Source: an optimization exercise on an open RTL-to-GDS flow (aim: small area, a short achievable clock period and few clock cycles per item). Production flows keep margins and buffers that such runs may drop.

==> v11 <==
Design main, start of the top module:
module main (
    input wire [15:0] v, x,
    input wire clk, reset, start,
    output wire done,
    output wire [15:0] final_result
);
    reg [2:0] ph;
    reg done_r;
    reg [14:0] X2;
    reg [13:0] T;
    reg [15:0] F;
    wire [20:0] p85  = {X2, 6'b0} + {X2, 4'b0} + {X2, 2'b0} + X2 + (X2[0] ? 21'd85 : 21'd0);
    wire [17:0] p17  = {T, 4'b0} + T + 18'd511;
    wire [17:0] p9   = {T, 3'b0} + T;
    wire [18:0] p23  = {T, 4'b0} + {T, 2'b0} + {T, 1'b0} + T + 19'd2047;
    wire [13:0] accm = F[13:0] - T;
    reg [13:0] A;
    reg [15:0] B;
    reg rnd;
    always @(*) begin
        A = x[13:0]; B = {{2{x[13]}}, x[13:0]}; rnd = 1'b0;
        case (ph)
            3'd1: begin A = {4'b0, p85[20:11]}; B = {1'b0, X2}; end
            3'd2: begin A = {5'b0, p17[17:9]};  B = {1'b0, X2}; rnd = 1'b1; end
            3'd3: begin A = {8'b0, p9[14:9]};   B = {1'b0, X2}; end
            3'd4: begin A = {11'b0, p23[13:11]}; B = {1'b0, X2}; rnd = 1'b1; end
  ...
export LEC_CHECK = 0
export ABC_CLOCK_PERIOD_IN_PS = 4000
export CAP_MARGIN = 20
export CORE_MARGIN = 2
export CORE_UTILIZATION = 40
export SLEW_MARGIN = 20
create_clock -name core_clock -period 13.0 [get_ports {clk}]
run.sh (not shown) runs the stock make flow with config.mk's settings and CLKGATE_MAP_FILE= SYNTH_SCRIPT=/design/flow/synth_recipe.tcl, a recipe that flattens the netlist after the stock synthesis.
==> v33 (differences from v11) <==
ABC_CLOCK_PERIOD_IN_PS = unset   (was 4000)
==> out/summary.txt <==
Status: timing/DRC/antenna clean
Drt drc: 0
Clock Path Buffers: 2
Final Core Density: 0.4375
Post-synthesis to final-layout area growth: 7.867%
Num tapcells: 461
Root buffer cell: clkbuf_16
Fmax: 86.57 MHz
-- figures above: v33

==> out/summary.txt <==
Post-synthesis to final-layout area growth: 7.867%
Num tapcells: 461
Clock Path Buffers: 2
Status: timing/DRC/antenna clean
Final Core Density: 0.4375
Root buffer cell: clkbuf_16
Fmax: 86.57 MHz
-- figures above: v11

No run of this note included a check of the RTL's function; only the layout flow was run.

========
==> inputs of run a <==
Another version of the RTL of main (not shown whole).
Settings: LEC_CHECK=0, ABC_AREA=1, CAP_MARGIN=20, CORE_MARGIN=2, CORE_UTILIZATION=40, SETUP_SLACK_MARGIN=3.5, SLEW_MARGIN=20; clock period 13.0 ns.
==> run b: changes against run a <==
==> flow/flow/run.sh (new file) <==
#!/bin/bash
# The standard layout, with plain buffers on the ports instead of the delay
# cells buffer_ports picks by default. Every tool's output goes to
# standard_flow.log in this folder.
set -euo pipefail
export BUFFER_PORTS_ARGS="-buffer_cell sky130_fd_sc_hd__buf_2"
bash standard.sh > standard_flow.log 2>&1
==> flow/standard.sh (new file) <==
#!/bin/bash
# synth_recipe.tcl (not shown) runs the flow's synth.tcl, then flattens the netlist and writes it again
# the make line also repeats each setting of config.mk as NAME=value (left out here)
make -C /OpenROAD-flow-scripts/flow DESIGN_CONFIG=/design/flow/config.mk WORK_HOME=/design/flow/orfs CLKGATE_MAP_FILE= SYNTH_SCRIPT=/design/flow/synth_recipe.tcl "${@:-finish}"
removed: flow/run.sh
==> comparison table <==
|  | run a | run b |
|---|---|---|
| Critical path launch point type | primary input | flip-flop |
| Antenna violations before repair | 1 | 0 |
| Shortest period the worst path allows | 8.83 ns | 8.83 ns |
| Non-clk buf share | 4.31% | 2.48% |
| Clock buffers | 6 | 5 |
| Required time at the worst-slack endpoint | 13.05 ns | 13.15 ns |
| Achievable Freq | 113 MHz | 113 MHz |
| Status | timing/DRC/antenna clean | timing/DRC/antenna clean |
| Routed vias | 12000 | 12000 |
| Bufs w/o clock | 61 | 60 |
| GPL Wtd Cong | 0.961 | 0.943 |
| Met2 wire length | 18.3 mm | 19.2 mm |
| CP Class | primary input to flip-flop | flip-flop to flip-flop |
| Timing endpoint of the critical path | X2[12] | F[7] |
| Number of global-route vias before repair | 11600 | 11500 |
No run of this note included a check of the RTL's function; only the layout flow was run.

-- port drivers added, routing unchanged --
The flow's constraints put no driver on any port. The routed layouts listed below were extracted and timed again, unchanged, in two steps. Step 1, drivers: a clkbuf_16 drives clk and a buf_2 each remaining input, both assumed. Step 2, shift: input delay + t, output delay - t, t = (earliest + latest rising clock arrival at the registers) / 2. This alone moves slack from input paths to output paths. Three values: ideal ports, drivers, drivers and shift; two values: the first two.
| run | shift t [ns] | slack for setup (ns) | worst register clock-pin slew, ns | worst slew at a driven data input, ns |
|---|---|---|---|---|
| v11 | 0.347 | 1.449 / 1.449 / 1.449 | 0.08 / 0.08 | 0.05 |
| v33 | 0.347 | 1.449 / 1.449 / 1.449 | 0.08 / 0.08 | 0.05 |
| run a | 0.334 | 4.169 / 4.176 / 3.842 | 0.07 / 0.07 | 0.05 |
| run b | 0.340 | 4.172 / 4.172 / 4.172 | 0.08 / 0.08 | 0.04 |
After both steps every run listed still meets setup and hold. For run a, which loses most, drivers alone change the setup slack by +0.007 ns; drivers and shift together by -0.327 ns.
